This design comes from an exercise in tuning for small area, a short achievable clock period and few clock cycles on the open sky130 flow, not from production work.
Function was checked by simulation only, so behaviour that the tests miss may differ from the original.

<file path="design/flow/run.sh">
#!/bin/bash
# synth_recipe.tcl (not shown) runs the flow's synth.tcl, then flattens the netlist and writes it again
# the make line also repeats each setting of config.mk as NAME=value (left out here)
make -C /OpenROAD-flow-scripts/flow DESIGN_CONFIG=/design/flow/config.mk WORK_HOME=/design/flow/orfs CLKGATE_MAP_FILE= SYNTH_SCRIPT=/design/flow/synth_recipe.tcl finish
</file>
<file path="design/flow/config.mk">
export PLATFORM = sky130hd
export DESIGN_NAME = fpu
export DESIGN_NICKNAME = fpu
export VERILOG_FILES = /design/flow/design.v
export SDC_FILE = /design/flow/constraint.sdc
export NUM_CORES = 4
export LEC_CHECK = 0
export CAP_MARGIN = 20
export CORE_MARGIN = 2
export CORE_UTILIZATION = 65
export PLACE_DENSITY = 0.75
export SLEW_MARGIN = 20
</file>
<file path="design/flow/constraint.sdc">
create_clock -name core_clock -period 65.0 [get_ports {clock}]
set_input_delay 13.0000 -clock core_clock [delete_from_list [all_inputs] [get_ports {clock}]]
set_output_delay 13.0000 -clock core_clock [all_outputs]
set_load 0.01 [all_outputs]
</file>
<file path="design/flow/design.v">
typedef struct packed {
  logic sign;
  logic [5 - 1:0] exp;
  logic [10 - 1:0] frac;
} fp16_t;
typedef struct packed {
  logic sign;
  logic [8 - 1:0] exp;
  logic [23 - 1:0] frac;
} fp32_t;
typedef struct packed {
  logic sign;
  logic [11 - 1:0] exp;
  logic [52 - 1:0] frac;
} fp64_t;
typedef enum logic[$clog2(10 + 1) - 1:0] {
  FPU_ADD,
  FPU_SUB,
  FPU_MUL,
  FPU_DIV,
  FPU_FMAD,
  FPU_FMS,
  FPU_FNMAD,
  FPU_FNMS,
  FPU_MAX,
  FPU_MIN
} fpuOp_t;
typedef struct packed {
  logic Z, C, N, V;
} condCode_t;
typedef struct packed {
  logic NV, DZ, OF, UF, NX;
} statusFlag_t;
typedef struct packed {
  logic OF, UF, NX;
} opStatusFlag_t;
typedef struct packed {
  logic lt, eq, gt;
} fpuComp_t;
module fpuAddSubAligner
  #(parameter int  FRACW = 10,
    parameter int  EXPW  = 5)
  (input  fp16_t                largeNum, smallNum,
   output fp16_t                alignedSmallNum,
   output logic [FRACW - 1:0] shiftedOut,
   output logic               sticky);
  logic [EXPW - 1:0] expDiff;
  logic [FRACW + 1:0] extFrac;
  always_comb begin
    expDiff = (largeNum.exp == EXPW'(0) ? EXPW'(1) : largeNum.exp) - (smallNum.exp == EXPW'(0) ? EXPW'(1) : smallNum.exp);
    alignedSmallNum.sign = smallNum.sign;
    {extFrac, shiftedOut} = {smallNum.exp != '0 ? 1'b1 : 1'b0, smallNum.frac, FRACW'(0)} >> expDiff;
    alignedSmallNum.exp = largeNum.exp;
    alignedSmallNum.frac = extFrac[FRACW - 1:0];
    sticky = (shiftedOut != FRACW'(0));
  end
endmodule
module fpuLZC
  #(parameter int WIDTH = 16,
              parameter int OUTWIDTH = $clog2(WIDTH + 1))
  (input  logic [WIDTH - 1:0]    lzcIn,
   output logic [OUTWIDTH - 1:0] lzcOut);
  always_comb begin
    lzcOut = WIDTH;
    for (int i = WIDTH - 1; i >= 0; i--) begin
      if (lzcIn[i] && lzcOut == WIDTH)
        lzcOut = WIDTH - i;
    end
  end
endmodule
module fpuTZC
  #(parameter int WIDTH = 16,
              parameter int OUTWIDTH = $clog2(WIDTH + 1))
  (input  logic [WIDTH - 1:0]    tzcIn,
   output logic [OUTWIDTH - 1:0] tzcOut);
  always_comb begin
    tzcOut = 0;
    for (int i = 0; i < WIDTH; i++) begin
      if (tzcIn[i] && tzcOut == 0)
        tzcOut = i;
    end
  end
endmodule
module fpuNormalizer
  #(parameter int FRACW = 10,
    parameter int EXPW = 5,
    parameter int EXP_MAX = 30,
    parameter int PFW = 20)
  (input  logic                     unnormSign,
   input  logic [1:0]               unnormInt,
   input  logic [PFW - 1:0]         unnormFrac,
   input  logic [EXPW - 1:0]        unnormExp,
   input  logic [EXPW - 1:0]        denormDiff,
   input  logic                     sticky,
   input  logic                     OFin,
   input  logic                     div,
   output fp16_t                    normOut,
   output opStatusFlag_t            opStatusFlags);
  logic [21:0] x;
  assign x = {unnormInt, unnormFrac};
  logic [4:0] lzc;
  fpuLZC #(.WIDTH(PFW)) lz(.lzcIn(unnormFrac), .lzcOut(lzc));
  logic denormalized, caseA, caseB, lzcOK;
  assign denormalized = (unnormExp == 5'd0) & ~OFin;
  assign caseA = unnormInt[1];
  assign caseB = (unnormInt == 2'd0);
  assign lzcOK = (lzc <= unnormExp);
  logic [4:0] preRoundExp;
  always_comb begin
    if (caseA)
      preRoundExp = denormalized ? unnormExp : unnormExp + 5'd1;
    else if (caseB)
      preRoundExp = lzcOK ? unnormExp - lzc : 5'd0;
    else
      preRoundExp = unnormExp;
  end
  logic preRoundOF;
  assign preRoundOF = caseA & ~denormalized & (unnormExp == 5'd30);
  logic [4:0] absDD;
  assign absDD = denormDiff[4] ? (~denormDiff + 5'd1) : denormDiff;
  logic [5:0] absDDp1, absDDm1;
  assign absDDp1 = {1'b0, absDD} + 6'd1;
  assign absDDm1 = {1'b0, absDD} - 6'd1;
  logic shLeft;
  logic [5:0] shAmt;
  logic [21:0] xl;
  always_comb begin
    xl = x;
    if (denormalized) begin
      if (caseA) begin
        xl = {x[21:1], 1'b0};
        shLeft = (denormDiff[4] ^ div) && (absDD != 5'd0);
        shAmt = shLeft ? absDDm1 : absDDp1;
      end
      else begin
        shLeft = (denormDiff[4] ^ div);
        shAmt = absDDp1;
      end
    end
    else begin
      shLeft = caseB & lzcOK;
      shAmt = caseA ? 6'd1 : (shLeft ? {1'b0, lzc} : 6'd0);
    end
  end
  logic [21:0] y;
  assign y = shLeft ? (xl << shAmt) : (x >> shAmt);
  logic [21:0] es0;
  assign es0 = caseA ? (x >> 1) : x;
  logic [21:0] es;
  assign es = denormalized ? es0 : y;
  logic guard, round, roundUp, carryOut;
  assign guard = es[10];
  assign round = es[9];
  assign roundUp = round & (sticky | guard);
  assign carryOut = roundUp & (&es[19:10]);
  logic roundedFracNZ;
  assign roundedFracNZ = roundUp ? ~(&es[19:10]) : (|es[19:10]);
  logic [4:0] roundedExp;
  logic [4:0] preP1;
  assign preP1 = preRoundExp + 5'd1;
  always_comb begin
    if (carryOut)
      roundedExp = preP1;
    else if (denormalized && (y[21:20] != 2'd0))
      roundedExp = 5'd1;
    else
      roundedExp = preRoundExp;
  end
  logic roundNormOF;
  assign roundNormOF = carryOut & (preRoundExp >= 5'd30);
  logic OF, UF, NX;
  assign OF = preRoundOF | roundNormOF | OFin;
  assign NX = sticky | round;
  assign UF = ~OF & (roundedExp == 5'd0) & roundedFracNZ;
  assign opStatusFlags = {OF, UF, NX};
  assign normOut.sign = unnormSign;
  assign normOut.exp = OF ? 5'h1f : roundedExp;
  assign normOut.frac = OF ? 10'd0 : (y[19:10] + 10'(y[9] & (y[10] | sticky)));
endmodule
module fpuAddSubSorter
  (input  fp16_t fpuIn1, fpuIn2,
   output fp16_t largeNum, smallNum);
  assign {largeNum, smallNum} = ({fpuIn1.exp, fpuIn1.frac} > {fpuIn2.exp, fpuIn2.frac}) ?
                                {fpuIn1, fpuIn2} : {fpuIn2, fpuIn1};
endmodule
module fpuIsSpecialValue
  #(parameter int FRACW = 10,
    parameter int EXPW = 5)
  (input  fp16_t  fpuIn,
   output logic inf, nan);
  always_comb begin
    inf = 1'b0;
    nan = 1'b0;
    if (fpuIn.exp == {EXPW{1'b1}}) begin
      if (fpuIn.frac == {FRACW{1'b0}}) begin
        inf = 1'b1;
      end
      else begin
        nan = 1'b1;
      end
    end
  end
endmodule
module fpuSigMult
  (input  logic [10:0] x, y,
   output logic [21:0] p);
  logic [10:0] pp [11];
  always_comb
    for (int i = 0; i < 11; i++)
      pp[i] = x & {11{y[i]}};
  logic w1, w2, w3, w4, w5, w6, w7, w8, w9, w10, w11, w12, w13, w14, w15, w16, w17, w18, w19, w20, w21, w22, w23, w24, w25, w26, w27, w28, w29, w30, w31, w32, w33, w34, w35, w36, w37, w38, w39, w40, w41, w42, w43, w44, w45, w46, w47, w48, w49, w50, w51, w52, w53, w54, w55, w56, w57, w58, w59, w60, w61, w62, w63, w64, w65, w66, w67, w68, w69, w70, w71, w72, w73, w74, w75, w76, w77, w78, w79, w80, w81, w82, w83, w84, w85, w86, w87, w88, w89, w90, w91, w92, w93, w94, w95, w96, w97, w98, w99, w100, w101, w102, w103, w104, w105, w106, w107, w108, w109, w110, w111, w112, w113, w114, w115, w116, w117, w118, w119, w120, w121, w122, w123, w124, w125, w126, w127, w128, w129, w130, w131, w132, w133, w134, w135, w136, w137, w138, w139, w140, w141, w142, w143, w144, w145, w146, w147, w148, w149, w150, w151, w152, w153, w154, w155, w156, w157, w158, w159, w160, w161, w162, w163, w164, w165, w166, w167, w168, w169, w170, w171, w172, w173, w174, w175, w176, w177, w178, w179, w180;
  assign w1 = pp[0][9] ^ pp[1][8];
  assign w2 = pp[0][9] & pp[1][8];
  assign w3 = pp[0][10] ^ pp[1][9] ^ pp[2][8];
  assign w4 = (pp[0][10] & pp[1][9]) | (pp[0][10] & pp[2][8]) | (pp[1][9] & pp[2][8]);
  assign w5 = pp[3][7] ^ pp[4][6];
  assign w6 = pp[3][7] & pp[4][6];
  assign w7 = pp[1][10] ^ pp[2][9] ^ pp[3][8];
  assign w8 = (pp[1][10] & pp[2][9]) | (pp[1][10] & pp[3][8]) | (pp[2][9] & pp[3][8]);
  assign w9 = pp[4][7] ^ pp[5][6];
  assign w10 = pp[4][7] & pp[5][6];
  assign w11 = pp[2][10] ^ pp[3][9] ^ pp[4][8];
  assign w12 = (pp[2][10] & pp[3][9]) | (pp[2][10] & pp[4][8]) | (pp[3][9] & pp[4][8]);
  assign w13 = pp[0][6] ^ pp[1][5];
  assign w14 = pp[0][6] & pp[1][5];
  assign w15 = pp[0][7] ^ pp[1][6] ^ pp[2][5];
  assign w16 = (pp[0][7] & pp[1][6]) | (pp[0][7] & pp[2][5]) | (pp[1][6] & pp[2][5]);
  assign w17 = pp[3][4] ^ pp[4][3];
  assign w18 = pp[3][4] & pp[4][3];
  assign w19 = pp[0][8] ^ pp[1][7] ^ pp[2][6];
  assign w20 = (pp[0][8] & pp[1][7]) | (pp[0][8] & pp[2][6]) | (pp[1][7] & pp[2][6]);
  assign w21 = pp[3][5] ^ pp[4][4] ^ pp[5][3];
  assign w22 = (pp[3][5] & pp[4][4]) | (pp[3][5] & pp[5][3]) | (pp[4][4] & pp[5][3]);
  assign w23 = pp[6][2] ^ pp[7][1];
  assign w24 = pp[6][2] & pp[7][1];
  assign w25 = w1 ^ pp[2][7] ^ pp[3][6];
  assign w26 = (w1 & pp[2][7]) | (w1 & pp[3][6]) | (pp[2][7] & pp[3][6]);
  assign w27 = pp[4][5] ^ pp[5][4] ^ pp[6][3];
  assign w28 = (pp[4][5] & pp[5][4]) | (pp[4][5] & pp[6][3]) | (pp[5][4] & pp[6][3]);
  assign w29 = pp[7][2] ^ pp[8][1] ^ pp[9][0];
  assign w30 = (pp[7][2] & pp[8][1]) | (pp[7][2] & pp[9][0]) | (pp[8][1] & pp[9][0]);
  assign w31 = w3 ^ w5 ^ pp[5][5];
  assign w32 = (w3 & w5) | (w3 & pp[5][5]) | (w5 & pp[5][5]);
  assign w33 = pp[6][4] ^ pp[7][3] ^ pp[8][2];
  assign w34 = (pp[6][4] & pp[7][3]) | (pp[6][4] & pp[8][2]) | (pp[7][3] & pp[8][2]);
  assign w35 = pp[9][1] ^ pp[10][0] ^ w2;
  assign w36 = (pp[9][1] & pp[10][0]) | (pp[9][1] & w2) | (pp[10][0] & w2);
  assign w37 = w7 ^ w9 ^ pp[6][5];
  assign w38 = (w7 & w9) | (w7 & pp[6][5]) | (w9 & pp[6][5]);
  assign w39 = pp[7][4] ^ pp[8][3] ^ pp[9][2];
  assign w40 = (pp[7][4] & pp[8][3]) | (pp[7][4] & pp[9][2]) | (pp[8][3] & pp[9][2]);
  assign w41 = pp[10][1] ^ w4 ^ w6;
  assign w42 = (pp[10][1] & w4) | (pp[10][1] & w6) | (w4 & w6);
  assign w43 = w11 ^ pp[5][7] ^ pp[6][6];
  assign w44 = (w11 & pp[5][7]) | (w11 & pp[6][6]) | (pp[5][7] & pp[6][6]);
  assign w45 = pp[7][5] ^ pp[8][4] ^ pp[9][3];
  assign w46 = (pp[7][5] & pp[8][4]) | (pp[7][5] & pp[9][3]) | (pp[8][4] & pp[9][3]);
  assign w47 = pp[10][2] ^ w8 ^ w10;
  assign w48 = (pp[10][2] & w8) | (pp[10][2] & w10) | (w8 & w10);
  assign w49 = pp[3][10] ^ pp[4][9] ^ pp[5][8];
  assign w50 = (pp[3][10] & pp[4][9]) | (pp[3][10] & pp[5][8]) | (pp[4][9] & pp[5][8]);
  assign w51 = pp[6][7] ^ pp[7][6] ^ pp[8][5];
  assign w52 = (pp[6][7] & pp[7][6]) | (pp[6][7] & pp[8][5]) | (pp[7][6] & pp[8][5]);
  assign w53 = pp[9][4] ^ pp[10][3] ^ w12;
  assign w54 = (pp[9][4] & pp[10][3]) | (pp[9][4] & w12) | (pp[10][3] & w12);
  assign w55 = pp[4][10] ^ pp[5][9] ^ pp[6][8];
  assign w56 = (pp[4][10] & pp[5][9]) | (pp[4][10] & pp[6][8]) | (pp[5][9] & pp[6][8]);
  assign w57 = pp[7][7] ^ pp[8][6] ^ pp[9][5];
  assign w58 = (pp[7][7] & pp[8][6]) | (pp[7][7] & pp[9][5]) | (pp[8][6] & pp[9][5]);
  assign w59 = pp[5][10] ^ pp[6][9] ^ pp[7][8];
  assign w60 = (pp[5][10] & pp[6][9]) | (pp[5][10] & pp[7][8]) | (pp[6][9] & pp[7][8]);
  assign w61 = pp[0][4] ^ pp[1][3];
  assign w62 = pp[0][4] & pp[1][3];
  assign w63 = pp[0][5] ^ pp[1][4] ^ pp[2][3];
  assign w64 = (pp[0][5] & pp[1][4]) | (pp[0][5] & pp[2][3]) | (pp[1][4] & pp[2][3]);
  assign w65 = pp[3][2] ^ pp[4][1];
  assign w66 = pp[3][2] & pp[4][1];
  assign w67 = w13 ^ pp[2][4] ^ pp[3][3];
  assign w68 = (w13 & pp[2][4]) | (w13 & pp[3][3]) | (pp[2][4] & pp[3][3]);
  assign w69 = pp[4][2] ^ pp[5][1] ^ pp[6][0];
  assign w70 = (pp[4][2] & pp[5][1]) | (pp[4][2] & pp[6][0]) | (pp[5][1] & pp[6][0]);
  assign w71 = w15 ^ w17 ^ pp[5][2];
  assign w72 = (w15 & w17) | (w15 & pp[5][2]) | (w17 & pp[5][2]);
  assign w73 = pp[6][1] ^ pp[7][0] ^ w14;
  assign w74 = (pp[6][1] & pp[7][0]) | (pp[6][1] & w14) | (pp[7][0] & w14);
  assign w75 = w19 ^ w21 ^ w23;
  assign w76 = (w19 & w21) | (w19 & w23) | (w21 & w23);
  assign w77 = pp[8][0] ^ w16 ^ w18;
  assign w78 = (pp[8][0] & w16) | (pp[8][0] & w18) | (w16 & w18);
  assign w79 = w25 ^ w27 ^ w29;
  assign w80 = (w25 & w27) | (w25 & w29) | (w27 & w29);
  assign w81 = w20 ^ w22 ^ w24;
  assign w82 = (w20 & w22) | (w20 & w24) | (w22 & w24);
  assign w83 = w31 ^ w33 ^ w35;
  assign w84 = (w31 & w33) | (w31 & w35) | (w33 & w35);
  assign w85 = w26 ^ w28 ^ w30;
  assign w86 = (w26 & w28) | (w26 & w30) | (w28 & w30);
  assign w87 = w37 ^ w39 ^ w41;
  assign w88 = (w37 & w39) | (w37 & w41) | (w39 & w41);
  assign w89 = w32 ^ w34 ^ w36;
  assign w90 = (w32 & w34) | (w32 & w36) | (w34 & w36);
  assign w91 = w43 ^ w45 ^ w47;
  assign w92 = (w43 & w45) | (w43 & w47) | (w45 & w47);
  assign w93 = w38 ^ w40 ^ w42;
  assign w94 = (w38 & w40) | (w38 & w42) | (w40 & w42);
  assign w95 = w49 ^ w51 ^ w53;
  assign w96 = (w49 & w51) | (w49 & w53) | (w51 & w53);
  assign w97 = w44 ^ w46 ^ w48;
  assign w98 = (w44 & w46) | (w44 & w48) | (w46 & w48);
  assign w99 = w55 ^ w57 ^ pp[10][4];
  assign w100 = (w55 & w57) | (w55 & pp[10][4]) | (w57 & pp[10][4]);
  assign w101 = w50 ^ w52 ^ w54;
  assign w102 = (w50 & w52) | (w50 & w54) | (w52 & w54);
  assign w103 = w59 ^ pp[8][7] ^ pp[9][6];
  assign w104 = (w59 & pp[8][7]) | (w59 & pp[9][6]) | (pp[8][7] & pp[9][6]);
  assign w105 = pp[10][5] ^ w56 ^ w58;
  assign w106 = (pp[10][5] & w56) | (pp[10][5] & w58) | (w56 & w58);
  assign w107 = pp[6][10] ^ pp[7][9] ^ pp[8][8];
  assign w108 = (pp[6][10] & pp[7][9]) | (pp[6][10] & pp[8][8]) | (pp[7][9] & pp[8][8]);
  assign w109 = pp[9][7] ^ pp[10][6] ^ w60;
  assign w110 = (pp[9][7] & pp[10][6]) | (pp[9][7] & w60) | (pp[10][6] & w60);
  assign w111 = pp[7][10] ^ pp[8][9] ^ pp[9][8];
  assign w112 = (pp[7][10] & pp[8][9]) | (pp[7][10] & pp[9][8]) | (pp[8][9] & pp[9][8]);
  assign w113 = pp[0][3] ^ pp[1][2];
  assign w114 = pp[0][3] & pp[1][2];
  assign w115 = w61 ^ pp[2][2] ^ pp[3][1];
  assign w116 = (w61 & pp[2][2]) | (w61 & pp[3][1]) | (pp[2][2] & pp[3][1]);
  assign w117 = w63 ^ w65 ^ pp[5][0];
  assign w118 = (w63 & w65) | (w63 & pp[5][0]) | (w65 & pp[5][0]);
  assign w119 = w67 ^ w69 ^ w64;
  assign w120 = (w67 & w69) | (w67 & w64) | (w69 & w64);
  assign w121 = w71 ^ w73 ^ w68;
  assign w122 = (w71 & w73) | (w71 & w68) | (w73 & w68);
  assign w123 = w75 ^ w77 ^ w72;
  assign w124 = (w75 & w77) | (w75 & w72) | (w77 & w72);
  assign w125 = w79 ^ w81 ^ w76;
  assign w126 = (w79 & w81) | (w79 & w76) | (w81 & w76);
  assign w127 = w83 ^ w85 ^ w80;
  assign w128 = (w83 & w85) | (w83 & w80) | (w85 & w80);
  assign w129 = w87 ^ w89 ^ w84;
  assign w130 = (w87 & w89) | (w87 & w84) | (w89 & w84);
  assign w131 = w91 ^ w93 ^ w88;
  assign w132 = (w91 & w93) | (w91 & w88) | (w93 & w88);
  assign w133 = w95 ^ w97 ^ w92;
  assign w134 = (w95 & w97) | (w95 & w92) | (w97 & w92);
  assign w135 = w99 ^ w101 ^ w96;
  assign w136 = (w99 & w101) | (w99 & w96) | (w101 & w96);
  assign w137 = w103 ^ w105 ^ w100;
  assign w138 = (w103 & w105) | (w103 & w100) | (w105 & w100);
  assign w139 = w107 ^ w109 ^ w104;
  assign w140 = (w107 & w109) | (w107 & w104) | (w109 & w104);
  assign w141 = w111 ^ pp[10][7] ^ w108;
  assign w142 = (w111 & pp[10][7]) | (w111 & w108) | (pp[10][7] & w108);
  assign w143 = pp[8][10] ^ pp[9][9] ^ pp[10][8];
  assign w144 = (pp[8][10] & pp[9][9]) | (pp[8][10] & pp[10][8]) | (pp[9][9] & pp[10][8]);
  assign w145 = pp[0][2] ^ pp[1][1];
  assign w146 = pp[0][2] & pp[1][1];
  assign w147 = w113 ^ pp[2][1] ^ pp[3][0];
  assign w148 = (w113 & pp[2][1]) | (w113 & pp[3][0]) | (pp[2][1] & pp[3][0]);
  assign w149 = w115 ^ pp[4][0] ^ w114;
  assign w150 = (w115 & pp[4][0]) | (w115 & w114) | (pp[4][0] & w114);
  assign w151 = w117 ^ w62 ^ w116;
  assign w152 = (w117 & w62) | (w117 & w116) | (w62 & w116);
  assign w153 = w119 ^ w66 ^ w118;
  assign w154 = (w119 & w66) | (w119 & w118) | (w66 & w118);
  assign w155 = w121 ^ w70 ^ w120;
  assign w156 = (w121 & w70) | (w121 & w120) | (w70 & w120);
  assign w157 = w123 ^ w74 ^ w122;
  assign w158 = (w123 & w74) | (w123 & w122) | (w74 & w122);
  assign w159 = w125 ^ w78 ^ w124;
  assign w160 = (w125 & w78) | (w125 & w124) | (w78 & w124);
  assign w161 = w127 ^ w82 ^ w126;
  assign w162 = (w127 & w82) | (w127 & w126) | (w82 & w126);
  assign w163 = w129 ^ w86 ^ w128;
  assign w164 = (w129 & w86) | (w129 & w128) | (w86 & w128);
  assign w165 = w131 ^ w90 ^ w130;
  assign w166 = (w131 & w90) | (w131 & w130) | (w90 & w130);
  assign w167 = w133 ^ w94 ^ w132;
  assign w168 = (w133 & w94) | (w133 & w132) | (w94 & w132);
  assign w169 = w135 ^ w98 ^ w134;
  assign w170 = (w135 & w98) | (w135 & w134) | (w98 & w134);
  assign w171 = w137 ^ w102 ^ w136;
  assign w172 = (w137 & w102) | (w137 & w136) | (w102 & w136);
  assign w173 = w139 ^ w106 ^ w138;
  assign w174 = (w139 & w106) | (w139 & w138) | (w106 & w138);
  assign w175 = w141 ^ w110 ^ w140;
  assign w176 = (w141 & w110) | (w141 & w140) | (w110 & w140);
  assign w177 = w143 ^ w112 ^ w142;
  assign w178 = (w143 & w112) | (w143 & w142) | (w112 & w142);
  assign w179 = pp[9][10] ^ pp[10][9] ^ w144;
  assign w180 = (pp[9][10] & pp[10][9]) | (pp[9][10] & w144) | (pp[10][9] & w144);
  logic [21:0] ra, rb;
  assign ra = {1'b0, pp[10][10], w179, w177, w175, w173, w171, w169, w167, w165, w163, w161, w159, w157, w155, w153, w151, w149, w147, w145, pp[0][1], pp[0][0]};
  assign rb = {1'b0, w180, w178, w176, w174, w172, w170, w168, w166, w164, w162, w160, w158, w156, w154, w152, w150, w148, w146, pp[2][0], pp[1][0], 1'b0};
  assign p = ra + rb;
endmodule
module fpuDivIter
  #(parameter int K = 5,
    parameter int NCYC = 4,
    parameter int T = K * NCYC)
  (input  logic        clock,
   input  logic        first,       
   input  logic        run,         
   input  logic [10:0] dividendSig,
   input  logic [10:0] divisor,
   output logic [19:0] quotient,
   output logic [19:0] quotientNext);
  logic [10:0] rem;
  logic [T - 1:0] q;
  logic [10:0] remIn [K + 1];
  logic [T - 1:0] qIn [K + 1];
  always_comb begin
    remIn[0] = first ? 11'd0 : rem;
    qIn[0] = first ? T'({dividendSig, 9'd0}) : q;
    for (int i = 0; i < K; i++) begin
      logic [11:0] shifted;
      logic [12:0] diff;
      shifted = {remIn[i], qIn[i][T - 1]};
      diff = {1'b0, shifted} - {2'b0, divisor};
      remIn[i + 1] = diff[12] ? shifted[10:0] : diff[10:0];
      qIn[i + 1] = {qIn[i][T - 2:0], ~diff[12]};
    end
  end
  always_ff @(posedge clock) begin
    if (run) begin
      rem <= remIn[K];
      q <= qIn[K];
    end
  end
  assign quotient = q[19:0];
  assign quotientNext = run ? qIn[K][19:0] : q[19:0];
endmodule
`default_nettype none
module fpuAddSubFront
  #(parameter int FRACW = 10,
    parameter int EXPW = 5)
  (input  logic               sub,
   input  fp16_t              fpuIn1, fpuIn2,
   output logic               unnormSign,
   output logic [1:0]         unnormInt,
   output logic [2 * FRACW - 1:0] unnormFrac,
   output logic [EXPW - 1:0]  unnormExp,
   output logic [EXPW - 1:0]  denormDiff,
   output logic               sticky);
  logic effS1;
  logic effS2;
  assign effS1 = fpuIn1.sign;
  assign effS2 = fpuIn2.sign ^ sub;
  fp16_t largeNum;
  fp16_t smallNum;
  fpuAddSubSorter  sorter(.*);
  logic effSignLarge, effSignSmall;
  always_comb begin
    if (largeNum == fpuIn1) begin
      effSignLarge = effS1;
      effSignSmall = effS2;
    end
    else begin
      effSignLarge = effS2;
      effSignSmall = effS1;
    end
  end
  logic [FRACW - 1:0] shiftedOut;
  fp16_t alignedSmallNum;
  fpuAddSubAligner #(.FRACW(FRACW), .EXPW(EXPW)) aligner(.*);
  logic [2 * FRACW:0] extLargeFrac;
  logic [2 * FRACW:0] extSmallFrac;
  assign extLargeFrac = {~(largeNum.exp == 0), largeNum.frac, FRACW'(0)};
  assign extSmallFrac = {(alignedSmallNum == smallNum && smallNum.exp != EXPW'(0)), alignedSmallNum.frac, shiftedOut};
  assign {unnormInt, unnormFrac} = (effSignLarge == effSignSmall) ?
                                   (extLargeFrac + extSmallFrac) :
                                   (extLargeFrac - extSmallFrac);
  logic [EXPW - 1:0] lzc;
  fpuLZC #(.WIDTH(2 * FRACW)) LZC(.lzcIn(unnormFrac), .lzcOut(lzc));
  assign unnormSign = effSignLarge;
  assign unnormExp = largeNum.exp;
  assign denormDiff = lzc + EXPW'(1);
endmodule
module fpuComp
  (input  fp16_t   fpuIn1, fpuIn2,
   input  logic  isInf1, isInf2,
   input  logic  isNaN1, isNaN2,
   output logic  lt, eq, gt);
  localparam int MAG_WIDTH = $bits(fpuIn1) - 1;
  logic [MAG_WIDTH - 1:0] mag1;
  logic [MAG_WIDTH - 1:0] mag2;
  logic magLt;
  logic magGt;
  logic noNaNs, noInfs;
  assign noNaNs = (~isNaN1 & ~isNaN2);
  assign noInfs = (~isInf1 & ~isInf2);
  assign mag1 = {fpuIn1.exp, fpuIn1.frac};
  assign mag2 = {fpuIn2.exp, fpuIn2.frac};
  assign magLt = (mag1 < mag2);
  assign magGt = (mag1 > mag2);
  assign lt = ((fpuIn1.sign & fpuIn2.sign & magGt) |
               (~fpuIn1.sign & ~fpuIn2.sign & magLt) |
               (fpuIn1.sign & ~fpuIn2.sign) |
               (isInf1 & fpuIn1.sign)) & noNaNs & ~(isInf2 & fpuIn2.sign);
  assign eq = ((fpuIn1 == fpuIn2) | (isInf1 & isInf2 & fpuIn1.sign == fpuIn2.sign)) & noNaNs;
  assign gt = ((fpuIn1.sign & fpuIn2.sign & magLt) |
               (~fpuIn1.sign & ~fpuIn2.sign & magGt) |
               (~fpuIn1.sign & fpuIn2.sign) |
               (isInf1 & ~fpuIn1.sign)) & noNaNs & ~(isInf2 & ~fpuIn2.sign);
endmodule
module fpuMulFront
  #(parameter int FRACW = 10,
    parameter int EXPW = 5,
    parameter int EXP_MAX = (1 << EXPW) - 1,
    parameter int BIAS = 15)
  (input  fp16_t           fpuIn1, fpuIn2,
   output logic               unnormSign,
   output logic [1:0]         unnormInt,
   output logic [2 * FRACW - 1:0] unnormFrac,
   output logic [EXPW - 1:0]  unnormExpOut,
   output logic [EXPW - 1:0]  denormDiff,
   output logic               sticky,
   output logic               OFin);
  logic [FRACW:0] sigMulIn1;
  logic [FRACW:0] sigMulIn2;
  logic [EXPW - 1:0] unnormExp;
  assign unnormSign = fpuIn1.sign ^ fpuIn2.sign;
  logic expCarry;
  logic denorm;
  assign {expCarry, unnormExp} = fpuIn1.exp + fpuIn2.exp - BIAS;
  assign denorm = ((fpuIn1.exp + fpuIn2.exp) <= {expCarry, unnormExp});
  assign OFin = ((expCarry & ~denorm) | ~denorm & (unnormExp == {EXPW{1'b1}} | unnormExp > EXP_MAX));
  assign sigMulIn1 = (fpuIn1.exp == '0) ? {1'b0, fpuIn1.frac} : {1'b1, fpuIn1.frac};
  assign sigMulIn2 = (fpuIn2.exp == '0) ? {1'b0, fpuIn2.frac} : {1'b1, fpuIn2.frac};
  fpuSigMult sigMult(.x(sigMulIn1), .y(sigMulIn2), .p({unnormInt, unnormFrac}));
  assign sticky = unnormFrac[FRACW - 1:0] != 0;
  assign unnormExpOut = denorm ? EXPW'(0) : unnormExp;
  assign denormDiff = EXPW'(BIAS) - (fpuIn1.exp + fpuIn2.exp);
endmodule
module fpuDivisor
  #(parameter int FRACW = 10)
  (input  fp16_t            fpuIn2,
   output logic [FRACW:0]   divisor);
  logic [FRACW:0] divisorSig;
  logic [$clog2(FRACW + 1) - 1:0] divisorTZC;
  assign divisorSig = {~(fpuIn2.exp == 0), fpuIn2.frac};
  fpuTZC #(.WIDTH(FRACW)) tzc(.tzcIn(fpuIn2.frac), .tzcOut(divisorTZC));
  assign divisor = divisorSig >> divisorTZC;
endmodule
module fpuDivFront
  #(parameter int FRACW = 10,
    parameter int EXPW = 5,
    parameter int EXP_MAX = (1 << EXPW) - 2,
    parameter int BIAS = 15)
  (input  fp16_t                  fpuIn1, fpuIn2,
   input  logic [2 * FRACW - 1:0] significandDivOut,
   output logic               unnormSign,
   output logic [1:0]         unnormInt,
   output logic [2 * FRACW - 1:0] unnormFrac,
   output logic [EXPW - 1:0]  unnormExpOut,
   output logic [EXPW - 1:0]  denormDiff,
   output logic               sticky,
   output logic               OFin);
  logic [3:0] tzc;
  fpuTZC #(.WIDTH(FRACW)) tz(.tzcIn(fpuIn2.frac), .tzcOut(tzc));
  assign unnormSign = fpuIn1.sign ^ fpuIn2.sign;
  logic [21:0] sh;
  assign sh = {2'b0, significandDivOut} << (4'd11 - tzc);
  logic [19:0] mask;
  always_comb begin
    case (tzc)
      4'd6: mask = 20'h3ffff;
      4'd7: mask = 20'h0ffff;
      4'd8: mask = 20'h03fff;
      4'd9: mask = 20'h00fff;
      default: mask = 20'hfffff;
    endcase
  end
  assign unnormInt = sh[21:20];
  assign unnormFrac = sh[19:0] & mask;
  logic expCarry;
  logic denorm;
  logic [EXPW - 1:0] unnormExp;
  assign {expCarry, unnormExp} = fpuIn1.exp - fpuIn2.exp + BIAS;
  assign denorm = (fpuIn1.exp + BIAS <= fpuIn2.exp);
  assign OFin = ((expCarry & ~denorm) | ~denorm & (unnormExp == {EXPW{1'b1}} | unnormExp > EXP_MAX));
  assign unnormExpOut = denorm ? EXPW'(0) : unnormExp;
  assign denormDiff = EXPW'(BIAS) + (fpuIn1.exp - fpuIn2.exp);
  assign sticky = unnormFrac[FRACW - 1:0] != 0;
endmodule
module fpu
  (input  fp16_t          fpuIn1, fpuIn2, fpuIn3,
   input  logic [3:0]   op,
   input  logic         clock, reset, start,
   output fp16_t          fpuOut,
   output logic         fpuDone,
   output condCode_t    condCodes,
   output statusFlag_t  statusFlags,
   output fpuComp_t     comps);
  localparam int FRACW = 10;
  localparam int EXPW = 5;
  localparam int EXP_MAX = (1 << EXPW) - 2;
  localparam int BIAS = (1 << (EXPW - 1)) - 1;
  localparam logic [15:0] NAN = 16'h7E00;
  localparam int DIV_K = 5;
  localparam int DIV_NCYC = 4;
  localparam bit DIV_MERGED = 1'b0;
  localparam int DIV_LAT = DIV_MERGED ? DIV_NCYC : DIV_NCYC + 1;
  fp16_t a, b;
  logic [3:0] opr;
  always_ff @(posedge clock) begin
    a <= fpuIn1;
    b <= fpuIn2;
    opr <= op;
  end
  logic [2:0] cnt;
  logic [2:0] lat;
  logic opValid;
  logic isFMA;
  assign isFMA = opr[2] & ~opr[3];
  always_comb begin
    opValid = 1'b1;
    unique case (opr)
      FPU_DIV: lat = 3'(DIV_LAT);
      FPU_FMAD, FPU_FMS, FPU_FNMAD, FPU_FNMS: lat = 3'd2;
      FPU_ADD, FPU_SUB, FPU_MUL: lat = 3'd1;
      default: begin
        lat = 3'd1;
        opValid = 1'b0;
      end
    endcase
  end
  always_ff @(posedge clock, posedge reset) begin
    if (reset) begin
      cnt <= 3'd0;
      fpuDone <= 1'b0;
    end
    else begin
      if (cnt != 3'd0 || start)
        cnt <= cnt + 3'(cnt != 3'd7);
      if ((cnt == lat && opValid) || (cnt == 3'd0 && start && (op == FPU_MAX || op == FPU_MIN)))
        fpuDone <= 1'b1;
    end
  end
  logic isInf1, isInf2, isNaN1, isNaN2;
  fpuIsSpecialValue #(.FRACW(FRACW), .EXPW(EXPW))
                    specVal1(.fpuIn(fpuIn1), .inf(isInf1), .nan(isNaN1)),
                    specval2(.fpuIn(fpuIn2), .inf(isInf2), .nan(isNaN2));
  logic anyNaNs;
  assign anyNaNs = (isNaN1 | isNaN2);
  logic NV, DZ;
  assign NV = anyNaNs ||
              (isInf1 && isInf2 && (fpuIn1.sign ^ fpuIn2.sign) && (op == FPU_ADD || op == FPU_SUB)) ||
              ((op == FPU_MUL) && (isInf1 && fpuIn2 == 0) || (isInf2 && fpuIn1 == 0)) ||
              ((op == FPU_DIV) && (isInf1 && isInf2));
  assign DZ = (op == FPU_DIV && {fpuIn2.exp, fpuIn2.frac} == 0);
  logic lt, eq, gt;
  fpuComp comp(.fpuIn1, .fpuIn2, .isInf1, .isInf2, .isNaN1, .isNaN2, .lt, .eq, .gt);
  logic useMul, useDiv, fmaMulPhase;
  always_ff @(posedge clock) begin
    if (cnt == 3'd0) begin
      useMul <= (op == FPU_MUL) || (op[2] & ~op[3]);
      useDiv <= (op == FPU_DIV);
      fmaMulPhase <= (op[2] & ~op[3]);
    end
    else begin
      useMul <= (opr == FPU_MUL);
      useDiv <= (opr == FPU_DIV);
      fmaMulPhase <= 1'b0;
    end
  end
  fp16_t addX, addY;
  fp16_t normOut;
  always_ff @(posedge clock) begin
    if (cnt == 3'd0)
      addX <= fpuIn1;
    else if (fmaMulPhase)
      addX <= normOut;
    addY <= (op[2] & ~op[3]) ? fpuIn3 : fpuIn2;
  end
  logic          mSign, aSign, dSign;
  logic [1:0]    mInt, aInt, dInt;
  logic [19:0]   mFrac, aFrac, dFrac;
  logic [4:0]    mExp, aExp, dExp;
  logic [4:0]    mDD, aDD, dDD;
  logic          mSticky, aSticky, dSticky;
  logic          mOF, dOF;
  fpuMulFront #(.FRACW(FRACW), .EXPW(EXPW), .EXP_MAX(EXP_MAX), .BIAS(BIAS))
              mulFront(.fpuIn1(a), .fpuIn2(b), .unnormSign(mSign), .unnormInt(mInt),
                       .unnormFrac(mFrac), .unnormExpOut(mExp), .denormDiff(mDD),
                       .sticky(mSticky), .OFin(mOF));
  fpuAddSubFront #(.FRACW(FRACW), .EXPW(EXPW))
                 addFront(.sub(opr[0]), .fpuIn1(addX), .fpuIn2(addY),
                          .unnormSign(aSign), .unnormInt(aInt), .unnormFrac(aFrac),
                          .unnormExp(aExp), .denormDiff(aDD), .sticky(aSticky));
  logic [10:0] divisor;
  logic [19:0] quotient, quotientNext;
  fpuDivisor #(.FRACW(FRACW)) divisorSig(.fpuIn2(b), .divisor);
  fpuDivIter #(.K(DIV_K), .NCYC(DIV_NCYC))
             divIter(.clock, .first(cnt == 3'd1), .run(cnt != 3'd0 && cnt <= 3'(DIV_NCYC)),
                     .dividendSig({~(a.exp == 0), a.frac}), .divisor,
                     .quotient, .quotientNext);
  fpuDivFront #(.FRACW(FRACW), .EXPW(EXPW), .EXP_MAX(EXP_MAX), .BIAS(BIAS))
              divFront(.fpuIn1(a), .fpuIn2(b),
                       .significandDivOut(DIV_MERGED ? quotientNext : quotient),
                       .unnormSign(dSign), .unnormInt(dInt), .unnormFrac(dFrac),
                       .unnormExpOut(dExp), .denormDiff(dDD), .sticky(dSticky), .OFin(dOF));
  logic          nSign;
  logic [1:0]    nInt;
  logic [19:0]   nFrac;
  logic [4:0]    nExp, nDD;
  logic          nSticky, nOF, nDiv;
  always_comb begin
    if (useDiv) begin
      {nSign, nInt, nFrac, nExp, nDD, nSticky, nOF} = {dSign, dInt, dFrac, dExp, dDD, dSticky, dOF};
    end
    else if (useMul) begin
      {nSign, nInt, nFrac, nExp, nDD, nSticky, nOF} = {mSign, mInt, mFrac, mExp, mDD, mSticky, mOF};
    end
    else begin
      {nSign, nInt, nFrac, nExp, nDD, nSticky, nOF} = {aSign, aInt, aFrac, aExp, aDD, aSticky, 1'b0};
    end
  end
  assign nDiv = useDiv;
  opStatusFlag_t normFlags;
  fpuNormalizer #(.FRACW(FRACW), .EXPW(EXPW), .EXP_MAX(EXP_MAX), .PFW(2 * FRACW))
                normalizer(.unnormSign(nSign), .unnormInt(nInt), .unnormFrac(nFrac),
                           .unnormExp(nExp), .denormDiff(nDD), .sticky(nSticky),
                           .OFin(nOF), .div(nDiv), .normOut(normOut),
                           .opStatusFlags(normFlags));
  logic isArith, isMaxMin;
  assign isArith = ~op[3];
  assign isMaxMin = (op == FPU_MAX) || (op == FPU_MIN);
  fp16_t res;
  logic resArith, resNaN, resNeg;
  opStatusFlag_t resFlags;
  logic [1:0] resNVDZ;
  always_ff @(posedge clock) begin
    if (isMaxMin)
      res <= ((op[0] ? lt : gt)) ? fpuIn1 : fpuIn2;
    else
      res <= normOut;
    resArith <= isArith;
    resNaN <= isArith & anyNaNs;
    resNeg <= isArith & op[2] & op[1];
    resFlags <= isArith ? normFlags : 3'd0;
    resNVDZ <= {NV, DZ};
    comps <= {lt, eq, gt};
  end
  assign fpuOut = resNaN ? NAN : {res.sign ^ resNeg, res.exp, res.frac};
  assign condCodes = {resArith && (res == '0), 1'b0, resArith && res.sign, 1'b0};
  assign statusFlags = {resNVDZ, resFlags};
endmodule
</file>
==> results.json, run 1 <==
{
  "status": "complete, no violations",
  "antenna_found_initial": 2,
  "tns_ns": 0,
  "port_buffers": 81,
  "synth_top_family_by_area": "compound AO/OA/AOI/OAI gates",
  "post_cts_buffers": 0,
  "nFillCells": 2733,
  "area_delta_synth_final_pct": 7.14,
  "drt-initial-drc-count": 3816,
  "synth-xor-area-share": 0.0500,
  "drv_slew": 0,
  "grt_max_degree": 41,
  "yosysSeqAreaShare": 0.138,
  "core_sq_um": 35500,
  "final_util": 0.704,
  "clock-sinks": 136,
  "vias_per_cell": 7.20,
  "grtUsageMet1": 0.564,
  "layout-drive-gt1-share": 0.0575,
  "worst_setup_path_start_kind": "flop",
  "synth.distinct_cells": 115,
  "final_nets": 3386,
  "syn_area_per_cell_sq_um": 7.65,
  "path_clk_slew_ns": 0.07,
  "ios": 84,
  "grt_use_met2": 0.711,
  "clkLatencyLatePin_ns": 0.46,
  "groute.layer.met3.usage": 0.107,
  "start_util": 0.657,
  "final_common_cell": "nand2_1",
  "htree_num_levels": 4,
  "finClkSkew_ns": 0.0119,
  "critPathRequiredTime_ns": 65.19,
  "synth_compound_area_frac": 0.246,
  "reg2regPathDepth": 74,
  "setup_violations": 0,
  "netlist_area_sq_um": 23300,
  "cp.buffers_inverters": 3,
  "ant_nets": 0,
  "synthAdderAreaFrac": 0.192,
  "ys.flop_type": "dfxtp_1",
  "r2r_end": "divIter.rem[10]$_DFFE_PP_",
  "synthSimpleGateAreaFrac": 0.235,
  "track_usage": 0.452,
  "hold_start": "opr[3]$_DFF_P_",
  "maxCapViolations": 0,
  "cts_tree": "yes",
  "hp-class": "flop to flop",
  "grt-ovfl-total": 0,
  "firstDrtPassIters": 7,
  "postCtsResizedCells": 0,
  "fp-row-count": 69,
  "async_flop_share": 0.0294,
  "grt_pass1_wl_mm": 136,
  "globalplace.congestion": 1.01,
  "hpwl_mm": 64.9,
  "clockBufferDepth": 2,
  "cp_top_family": "compound AO/OA/AOI/OAI gates",
  "min_path_cells": 1,
  "final_cell_mix": "nand2_1 (301), nor2_1 (251), inv_1 (221)",
  "critical-path-slowest-cell": "dfxtp_1",
  "fin_crit_sh": 0.294,
  "drc": 0,
  "grt_pass1_vias": 24445,
  "routed_wl_mm": 87.1,
  "root_buffer": "clkbuf_16",
  "fp.dieArea_sq_um": 37400,
  "slowest_delay_ns": 0.94,
  "hold_violations": 0,
  "vias": 25238,
  "worst-r2r-setup-slack_ns": 45.87,
  "path_max_fanout": 22,
  "max_freq_mhz": 52.3,
  "max-slew-margin-rel": 0.191,
  "final_area_sq_um": 25000,
  "synth_edf_count": 47,
  "crit_type": "flop to flop",
  "hold_end": "fpuDone$_DFFE_PP0P_",
  "wl_per_cell_microns": 24.8,
  "syn_inst": 3047,
  "die_w_microns": 193,
  "synth_seq_cells": 136,
  "rsz0062_at_grt": "no",
  "crit_path_frequent_cell": "a21oi_1",
  "worst_r2r_startpoint": "b[1]$_DFF_P_",
  "synth_warnings": 13,
  "worst_slew_pin_slew_ns": 1.20,
  "crit_arrival_ns": 19.32,
  "placed_area_sq_um": 24400,
  "die_y_microns": 193,
  "hold_buffers": 0,
  "fin_crit_ns": 19.13,
  "synth_mux_area_frac": 0.0752,
  "cts_made_buffers": 17,
  "gr-max-usage-layer": "met2",
  "crit_path_end_kind": "flop"
}
==> state kept, by name, summed over array words and instances (netlist names), 2 cells and up, named ones only <==
register     count
divIter.q       20
a               16
addX            16
addY            16
b               16
res             16
divIter.rem     11
opr              4
cnt              3
comps            3
resFlags         3
resNVDZ          2
==> layer usage <==
| layer | vias to the layer above | part of all wire | wire length [microns] |
|---|---|---|---|
| met5 | - | 0 | 0 |
| met4 | 0 | 0.069 | 6020 |
| met3 | 513 | 0.12 | 10800 |
| met2 | 2040 | 0.44 | 38100 |
| met1 | 11749 | 0.37 | 32200 |
| li1 | 10936 | - | - |
==> through the flow <==
stage               cells  hold slack (ns)  setup slack [ns]
floorplan            3048            0.417             48.75
global placement     3473            0.441             47.79
detailed placement   3473            0.448             47.22
CTS                  3505            0.487             46.46
global route         3506            0.506             44.93
finish               3507            0.488             45.87
==> kinds of logic (layout without fill, tap and decap cells) <==
family	count (synthesis)	in the layout
AOI/OAI and AO/OA	849	849
xor gates and xnor gates	133	133
adders and majority gates	300	300
buffers and inverters	376	372
DFF	136	136
muxes	166	166
other	1	4
and+or+nand+nor	1086	1086
==> synth_stat cells (37+ instances only) <==
| master | n | area share |
|---|---|---|
| xnor2_1 | 101 | 0.038 |
| mux2i_1 | 120 | 0.052 |
| a21o_1 | 65 | 0.021 |
| nor3_1 | 55 | 0.012 |
| dfxtp_1 | 85 | 0.073 |
| fa_1 | 96 | 0.082 |
| o21ai_0 | 162 | 0.035 |
| a21oi_1 | 215 | 0.046 |
| a211oi_1 | 37 | 0.012 |
| inv_1 | 221 | 0.036 |
| clkbuf_1 | 117 | 0.019 |
| nor2_1 | 251 | 0.040 |
| nand3_1 | 76 | 0.016 |
| ha_1 | 204 | 0.11 |
| nand2_1 | 301 | 0.048 |
| edfxtp_1 | 47 | 0.061 |
| and2_1 | 136 | 0.036 |
| a31oi_1 | 42 | 0.011 |
| nor2b_1 | 46 | 0.012 |
==> layout make-up <==
| cell class | count | area [sq um] | area share |
|---|---|---|---|
| antenna | 2 | 5.00 | 0.000200 |
| clock buffer | 18 | 450 | 0.0180 |
| clock inverter | 14 | 148 | 0.00591 |
| inverter | 223 | 837 | 0.0335 |
| multi-input combinational | 2536 | 18700 | 0.747 |
| sequential | 136 | 3210 | 0.129 |
| tap | 461 | 577 | 0.0231 |
| timing repair buffer | 117 | 1080 | 0.0433 |
==> worst max path at each step <==
stage,end,startpoint,cells past startpoint
floorplan,res[12]$_DFF_P_,fpuIn2[1],24
global placement,res[12]$_DFF_P_,fpuIn2[1],24
detailed placement,divIter.rem[9]$_DFFE_PP_,b[2]$_DFF_P_,74
CTS,divIter.rem[10]$_DFFE_PP_,b[2]$_DFF_P_,75
global route,divIter.rem[10]$_DFFE_PP_,b[2]$_DFF_P_,75
finish,divIter.rem[10]$_DFFE_PP_,b[1]$_DFF_P_,74
Testbench counts, summed over its fixed seeds: cycles 11,013.
==> inputs of run 2 (changes only) <==
--- a/design/flow/design.v
+++ b/design/flow/design.v
@@ -599,4 +599,4 @@
   localparam logic [15:0] NAN = 16'h7E00;
-  localparam int DIV_K = 5;
-  localparam int DIV_NCYC = 4;
+  localparam int DIV_K = 4;
+  localparam int DIV_NCYC = 5;
   localparam bit DIV_MERGED = 1'b0;
==> run 2 against run 1 <==
  * Still clean
  * Final cell count is 2.2% lower
  * Critical path depth is 15 lower
  * Design area is 0.91% lower
  * Clock-buffer cell count is 1 lower
  * Worst setup slack better by 1.1 ns
  * Critical path type unchanged
  * Largest cell class unchanged
==> results.json, run 2 <==
{
  "die_w_microns": 192,
  "synthSimpleGateAreaFrac": 0.227,
  "max-slew-margin-rel": 0.179,
  "fp.dieArea_sq_um": 37000,
  "fp-row-count": 68,
  "synth_mux_area_frac": 0.0720,
  "yosysMostFrequentCell": "nand2_1",
  "syn_area_per_cell_sq_um": 7.72,
  "drt-initial-drc-count": 3353,
  "cts_made_buffers": 17,
  "crit_type": "flop to flop",
  "clkLatencyLatePin_ns": 0.45,
  "antenna_found_initial": 1,
  "critPathRequiredTime_ns": 65.18,
  "slowest_delay_ns": 0.99,
  "yosysSeqAreaShare": 0.139,
  "syn_inst": 2985,
  "worst-r2r-setup-slack_ns": 46.96,
  "hp-class": "flop to flop",
  "hold_buffers": 0,
  "fin_cells": 3429,
  "synth_top_family_by_area": "compound AO/OA/AOI/OAI gates",
  "grt_pass1_wl_mm": 132,
  "setup_violations": 0,
  "placed_area_sq_um": 24100,
  "core_sq_um": 34700,
  "placed_cells": 3393,
  "synth_seq_cells": 136,
  "synth_warnings": 13,
  "synthTopCellsByArea": "ha_1 (10%), fa_1 (8.3%), dfxtp_1 (7.4%)",
  "track_usage": 0.462,
  "synth.distinct_cells": 121,
  "rsz0062_at_grt": "no",
  "synth-xor-area-share": 0.0550,
  "globalplace.congestion": 1.08,
  "synth_compound_area_frac": 0.254,
  "cts_tree": "yes",
  "postCtsResizedCells": 0,
  "final_common_cell": "nand2_1",
  "ios": 84,
  "drv_slew": 0,
  "ys.flop_type": "dfxtp_1",
  "regMostFlops": "divIter.q",
  "post_cts_buffers": 0,
  "maxCapViolations": 0,
  "status": "complete, no violations",
  "layout-drive-gt1-share": 0.0687,
  "tns_ns": 0,
  "path_clk_slew_ns": 0.08,
  "final_nets": 3300,
  "synthTopCellsByCount": "nand2_1 (287), nor2_1 (249), inv_1 (215), a21oi_1 (199), ha_1 (192)",
  "synth_top_cell_area_share": 0.104,
  "grt_pass1_vias": 23573,
  "htree_num_levels": 4,
  "largest_reg_flops": 20,
  "port_buffers": 81,
  "crit_path_end_kind": "flop",
  "wl_per_cell_microns": 25.1,
  "routed_wl_mm": 86.2,
  "firstDrtPassIters": 19,
  "fin_crit_ns": 18.04,
  "max_freq_mhz": 55.4,
  "root_buffer": "clkbuf_16",
  "vias_per_cell": 7.11,
  "grt-ovfl-total": 0,
  "synthAdderAreaFrac": 0.187,
  "whs_ns": 0.546,
  "path_max_fanout": 47,
  "worst_slew_pin_slew_ns": 1.22,
  "area_delta_synth_final_pct": 7.42,
  "vias": 24366,
  "start_util": 0.664,
  "die_y_microns": 192,
  "final_cell_mix": "nand2_1 (287), nor2_1 (249), inv_1 (215)",
  "drc": 0,
  "clock-sinks": 136,
  "finClkSkew_ns": 0.0154,
  "fin_crit_sh": 0.278,
  "synth_edf_count": 47,
  "ant_nets": 0,
  "hpwl_mm": 66.3,
  "crit_arrival_ns": 18.22,
  "final_area_sq_um": 24800,
  "hold_violations": 0,
  "grt_max_degree": 54,
  "yosys.area.top_type": "ha_1",
  "critical-path-slowest-cell": "a21boi_0",
  "clockBufferDepth": 2,
  "worst_setup_path_start_kind": "flop",
  "netlist_area_sq_um": 23000,
  "async_flop_share": 0.0294
}
==> run 2: critical path, delay by kind of cell (launching register included) <==
family / cells / cell delay [ns]
simple gates: 17 / 4.41
xor+xnor: 1 / 0.24
fa+ha+maj: 5 / 2.38
mux: 1 / 0.43
buf+inv: 4 / 1.57
compound gates: 31 / 8.18
flops: 1 / 0.51
==> run 2: layout make-up <==
cell class,count,area (sq um)
sequential,136,3210
clock inverter,15,220
timing repair buffer,114,1080
fill,2746,9960
antenna,3,7.51
multi-input combinational,2470,18400
clock buffer,17,425
tap,455,569
inverter,219,822
==> run 2: routing by layer <==
layer,up-vias,share of wire,track usage
met1,11337,0.36,0.557
met4,0,0.069,0.273
met5,-,0,0
met2,1842,0.44,0.731
li1,10737,-,-
met3,450,0.13,0.137
==> run 2: logic make-up (layout without fill, tap and decap cells) <==
logic type      count (synthesis)  after routing
simple gates                 1051           1051
compound gates                836            836
buf+inv                       380            365
fa+ha+maj                     287            287
mux                           150            150
xor+xnor                      144            144
flops                         136            136
other cells                     1              5
==> run 2: metrics by stage <==
| stage | setup slack [ns] | util |
|---|---|---|
| after global placement | 48.22 | 0.693 |
| after global routing | 46.11 | 0.713 |
| final | 46.96 | 0.713 |
| after floorplan | 49.08 | - |
| after CTS | 47.67 | 0.712 |
| after detailed placement | 47.74 | 0.694 |
==> run 2: worst paths after layout <==
kind,startpoint,to,cells after the start
min reg2reg,fpuDone$_DFFE_PP0P_,fpuDone$_DFFE_PP0P_,1
max,addX[14]$_DFFE_PP_,addX[2]$_DFFE_PP_,59
min,fpuDone$_DFFE_PP0P_,fpuDone$_DFFE_PP0P_,1
max in group asynchronous,reset,fpuDone$_DFFE_PP0P_,2
min in group asynchronous,reset,cnt[2]$_DFFE_PP0P_,2
max reg2reg,addX[14]$_DFFE_PP_,addX[2]$_DFFE_PP_,59
Testbench counts of run 2, summed over its fixed seeds: cycles 11,239.
==> inputs of run 3 (changes only) <==
--- a/design/flow/design.v
+++ b/design/flow/design.v
@@ -96,2 +96,3 @@
    input  logic                     div,
+   input  logic                     ddFromLzc,   
    output fp16_t                    normOut,
@@ -118,4 +119,6 @@
   assign preRoundOF = caseA & ~denormalized & (unnormExp == 5'd30);
+  logic [4:0] dd;
+  assign dd = ddFromLzc ? lzc + 5'd1 : denormDiff;
   logic [4:0] absDD;
-  assign absDD = denormDiff[4] ? (~denormDiff + 5'd1) : denormDiff;
+  assign absDD = dd[4] ? (~dd + 5'd1) : dd;
   logic [5:0] absDDp1, absDDm1;
@@ -131,3 +134,3 @@
         xl = {x[21:1], 1'b0};
-        shLeft = (denormDiff[4] ^ div) && (absDD != 5'd0);
+        shLeft = (dd[4] ^ div) && (absDD != 5'd0);
         shAmt = shLeft ? absDDm1 : absDDp1;
@@ -135,3 +138,3 @@
       else begin
-        shLeft = (denormDiff[4] ^ div);
+        shLeft = (dd[4] ^ div);
         shAmt = absDDp1;
@@ -442,3 +445,2 @@
    output logic [EXPW - 1:0]  unnormExp,
-   output logic [EXPW - 1:0]  denormDiff,
    output logic               sticky);
@@ -472,7 +474,4 @@
                                    (extLargeFrac - extSmallFrac);
-  logic [EXPW - 1:0] lzc;
-  fpuLZC #(.WIDTH(2 * FRACW)) LZC(.lzcIn(unnormFrac), .lzcOut(lzc));
   assign unnormSign = effSignLarge;
   assign unnormExp = largeNum.exp;
-  assign denormDiff = lzc + EXPW'(1);
 endmodule
@@ -603,6 +602,5 @@
   localparam int DIV_LAT = DIV_MERGED ? DIV_NCYC : DIV_NCYC + 1;
-  fp16_t a, b;
+  fp16_t b;
   logic [3:0] opr;
   always_ff @(posedge clock) begin
-    a <= fpuIn1;
     b <= fpuIn2;
@@ -683,3 +681,3 @@
   fpuMulFront #(.FRACW(FRACW), .EXPW(EXPW), .EXP_MAX(EXP_MAX), .BIAS(BIAS))
-              mulFront(.fpuIn1(a), .fpuIn2(b), .unnormSign(mSign), .unnormInt(mInt),
+              mulFront(.fpuIn1(addX), .fpuIn2(b), .unnormSign(mSign), .unnormInt(mInt),
                        .unnormFrac(mFrac), .unnormExpOut(mExp), .denormDiff(mDD),
@@ -689,3 +687,3 @@
                           .unnormSign(aSign), .unnormInt(aInt), .unnormFrac(aFrac),
-                          .unnormExp(aExp), .denormDiff(aDD), .sticky(aSticky));
+                          .unnormExp(aExp), .sticky(aSticky));
   logic [10:0] divisor;
@@ -695,6 +693,6 @@
              divIter(.clock, .first(cnt == 3'd1), .run(cnt != 3'd0 && cnt <= 3'(DIV_NCYC)),
-                     .dividendSig({~(a.exp == 0), a.frac}), .divisor,
+                     .dividendSig({~(addX.exp == 0), addX.frac}), .divisor,
                      .quotient, .quotientNext);
   fpuDivFront #(.FRACW(FRACW), .EXPW(EXPW), .EXP_MAX(EXP_MAX), .BIAS(BIAS))
-              divFront(.fpuIn1(a), .fpuIn2(b),
+              divFront(.fpuIn1(addX), .fpuIn2(b),
                        .significandDivOut(DIV_MERGED ? quotientNext : quotient),
@@ -715,3 +713,3 @@
     else begin
-      {nSign, nInt, nFrac, nExp, nDD, nSticky, nOF} = {aSign, aInt, aFrac, aExp, aDD, aSticky, 1'b0};
+      {nSign, nInt, nFrac, nExp, nDD, nSticky, nOF} = {aSign, aInt, aFrac, aExp, 5'd0, aSticky, 1'b0};
     end
@@ -723,3 +721,3 @@
                            .unnormExp(nExp), .denormDiff(nDD), .sticky(nSticky),
-                           .OFin(nOF), .div(nDiv), .normOut(normOut),
+                           .OFin(nOF), .div(nDiv), .ddFromLzc(~useMul & ~useDiv), .normOut(normOut),
                            .opStatusFlags(normFlags));
@@ -729,3 +727,3 @@
   fp16_t res;
-  logic resArith, resNaN, resNeg;
+  logic resArith, resNaN, resNeg, resMaxMin, resSelIn1;
   opStatusFlag_t resFlags;
@@ -733,6 +731,3 @@
   always_ff @(posedge clock) begin
-    if (isMaxMin)
-      res <= ((op[0] ? lt : gt)) ? fpuIn1 : fpuIn2;
-    else
-      res <= normOut;
+    res <= normOut;
     resArith <= isArith;
@@ -740,2 +735,4 @@
     resNeg <= isArith & op[2] & op[1];
+    resMaxMin <= isMaxMin;
+    resSelIn1 <= op[0] ? lt : gt;
     resFlags <= isArith ? normFlags : 3'd0;
@@ -744,3 +741,10 @@
   end
-  assign fpuOut = resNaN ? NAN : {res.sign ^ resNeg, res.exp, res.frac};
+  always_comb begin
+    if (resMaxMin)
+      fpuOut = resSelIn1 ? addX : b;
+    else if (resNaN)
+      fpuOut = NAN;
+    else
+      fpuOut = {res.sign ^ resNeg, res.exp, res.frac};
+  end
   assign condCodes = {resArith && (res == '0), 1'b0, resArith && res.sign, 1'b0};
--- a/design/flow/config.mk
+++ b/design/flow/config.mk
@@ -7,2 +7,3 @@
 export LEC_CHECK = 0
+export ABC_AREA = 1
 export CAP_MARGIN = 20
==> run 3 against run 2 <==
  * Clock skew about the same
  * Flip-flop and latch count down 14
  * Via count down 5.7%
  * Worst hold slack worse by 0.018 ns
  * Highest routed layer unchanged
==> results.json, run 3 <==
{
  "status": "complete, no violations",
  "async_flop_share": 0.0328,
  "die_w_microns": 186,
  "fp-row-count": 66,
  "fin_crit_sh": 0.244,
  "hold_violations": 0,
  "ios": 84,
  "track_usage": 0.408,
  "critical-path-slowest-cell": "nor2_1",
  "max-slew-margin-rel": 0.287,
  "vias_per_cell": 5.99,
  "drt-initial-drc-count": 2539,
  "grt_pass1_wl_mm": 111,
  "final_nets": 3722,
  "synth.distinct_cells": 80,
  "synth_edf_count": 47,
  "syn_inst": 3364,
  "htree_num_levels": 4,
  "grt-ovfl-total": 0,
  "clkLatencyLatePin_ns": 0.45,
  "hpwl_mm": 55.7,
  "firstDrtPassIters": 7,
  "tns_ns": 0,
  "synth_top_cell_area_share": 0.163,
  "crit_type": "flop to output port",
  "final_cell_mix": "nand2_1 (939), inv_1 (550), o21ai_0 (233)",
  "worst_setup_path_start_kind": "flop",
  "vias": 22984,
  "multi_input_area_sq_um": 15700,
  "path_cells": "nor2_1, inv_1, o22ai_1, clkdlybuf4s50_1",
  "final_common_cell": "nand2_1",
  "critPathRequiredTime_ns": 52.00,
  "post_cts_buffers": 0,
  "clockBufferDepth": 2,
  "syn_area_per_cell_sq_um": 6.41,
  "synth_warnings": 13,
  "cts_made_buffers": 17,
  "yosysSeqAreaShare": 0.136,
  "seq_area_sq_um": 2930,
  "maxCapViolations": 0,
  "antenna_found_initial": 1,
  "grt_pass1_vias": 22104,
  "drc": 0,
  "routed_wl_mm": 70.5,
  "layout-drive-gt1-share": 0.0760,
  "grt_max_degree": 43,
  "fp.dieArea_sq_um": 34600,
  "synthTopCellsByCount": "nand2_1 (939), inv_1 (550), o21ai_0 (233), nand3_1 (217), nor2_1 (209)",
  "postCtsResizedCells": 0,
  "final_area_sq_um": 23100,
  "core_sq_um": 32600,
  "slowest_delay_ns": 0.77,
  "rsz0062_at_grt": "no",
  "yosys.area.top_type": "nand2_1",
  "cp_top_family": "buffers and inverters",
  "die_y_microns": 186,
  "crit_path_end_kind": "output port",
  "n_antenna_cell": 0,
  "ant_nets": 0,
  "root_buffer": "clkbuf_16",
  "cp.buffers_inverters": 2,
  "placed_area_sq_um": 22400,
  "hp-class": "flop to flop",
  "hold_buffers": 0,
  "setup_violations": 0,
  "clock-sinks": 122,
  "cts_tree": "yes",
  "path_max_fanout": 17,
  "fin_crit_ns": 15.84,
  "regMostFlops": "divIter.q",
  "finClkSkew_ns": 0.0158,
  "synth_seq_cells": 122,
  "ys.flop_type": "dfxtp_1",
  "wl_per_cell_microns": 18.4,
  "drv_slew": 0,
  "area_delta_synth_final_pct": 6.91,
  "port_buffers": 81,
  "yosysMostFrequentCell": "nand2_1",
  "worst_slew_pin_slew_ns": 1.07,
  "netlist_area_sq_um": 21600,
  "globalplace.congestion": 1.11,
  "start_util": 0.661,
  "crit_arrival_ns": 2.84,
  "max_freq_mhz": 63.1,
  "nFillCells": 2864,
  "largest_reg_flops": 20,
  "path_clk_slew_ns": 0.08,
  "synthTopCellsByArea": "nand2_1 (16%), ha_1 (11%), inv_1 (9.6%)"
}
-- run 3: changes by cell type after synthesis, moves of 57 or more --
cell	delta
clkbuf_1	-57
o21ai_0	+88
xnor2_1	-67
and2_1	-124
inv_1	+335
a21o_1	-67
nand2_1	+652
mux2i_1	-103
nand3_1	+139
a21oi_1	-58
-- run 3: worst reg2reg max path, delay by kind of cell (launching register included) --
kind	cells	cell delay [ns]
DFF	1	0.94
adders and majority gates	9	3.31
xor gates and xnor gates	1	0.23
AOI/OAI and AO/OA	14	2.96
and+or+nand+nor	48	6.50
buffers and inverters	8	1.33
-- run 3: worst paths after layout --
check | start | endpoint | slack (ns) | cells after the start
max in group asynchronous | reset | cnt[1]$_DFFE_PP0P_ | 52.11 | 2
max | resMaxMin$_DFF_P_ | fpuOut[15] | 49.16 | 4
max reg2reg | addX[5]$_DFFE_PP_ | addX[8]$_DFFE_PP_ | 49.44 | 80
min in group asynchronous | reset | fpuDone$_DFFE_PP0P_ | 12.74 | 2
min reg2reg | fpuDone$_DFFE_PP0P_ | fpuDone$_DFFE_PP0P_ | 0.53 | 1
min | fpuDone$_DFFE_PP0P_ | fpuDone$_DFFE_PP0P_ | 0.53 | 1
-- run 3: cell families (layout without fill, tap and decap cells) --
| family | count (synthesis) | after routing | synth area share |
|---|---|---|---|
| other | 1 | 2 | 0.000174 |
| AND/OR/NAND/NOR | 1603 | 1603 | 0.336 |
| adder cells (fa/ha/maj) | 287 | 287 | 0.200 |
| buffers and inverters | 694 | 722 | 0.135 |
| AO/OA/AOI/OAI | 561 | 561 | 0.153 |
| XOR/XNOR | 92 | 92 | 0.0377 |
| flip-flops | 122 | 122 | 0.136 |
| multiplexers | 4 | 4 | 0.00186 |
-- run 3: area by class of cell --
type | instances | share of cell area
multi-input cells | 2549 | 0.682
flip-flops and latches | 122 | 0.127
clock inverters | 15 | 0.00760
well taps | 442 | 0.0240
inverters | 579 | 0.0946
repair buffers | 111 | 0.0458
clock buffers | 17 | 0.0185
-- run 3: layer usage --
layer	global-route usage	vias to the layer above	routed length, microns
li1	-	10819	-
met1	0.515	10600	28200
met2	0.675	1263	31800
met3	0.0732	302	6860
met4	0.201	0	3590
met5	0	-	0
-- run 3: stage by stage --
| stage | utilization | worst slack (ns) | std cells | hold WS, ns |
|---|---|---|---|---|
| finish | 0.707 | 49.16 | 3835 | 0.528 |
| global route | 0.707 | 48.38 | 3835 | 0.559 |
| CTS | 0.706 | 49.23 | 3834 | 0.534 |
| detailed placement | 0.687 | 49.37 | 3802 | 0.504 |
| global placement | 0.687 | 49.37 | 3802 | 0.489 |
| floorplan | - | 50.20 | 3365 | 0.474 |
Testbench counts of run 3, summed over its fixed seeds: cycles 11,239.

port drivers added, routing unchanged:
No port has a modelled driver above. Below, the same layouts with a new extraction and two added sets of constraints.
Step 1 sets driving cells, clkbuf_16 on the clock port and buf_2 on the other inputs (assumed; they add their load-dependent delay and slew).
Step 2 times the ports against the registers' clock, not the clock port: input delays grow and output delays shrink by t, the midpoint of the rising clock arrivals with the driver on.
a / b / c = no drivers / after step 1 / after step 2; a / b = the first two.
run | t, ns | slack for setup (ns) | hold WS [ns] | worst setup path after step 2
run 1 | 0.503 | 45.870 / 45.870 / 45.870 | 0.488 / 0.488 / 0.488 | register to register
run 2 | 0.496 | 46.961 / 46.961 / 46.961 | 0.546 / 0.546 / 0.546 | register to register
run 3 | 0.506 | 49.162 / 49.102 / 49.279 | 0.528 / 0.528 / 0.528 | input to register
After both steps every run listed still meets setup and hold.
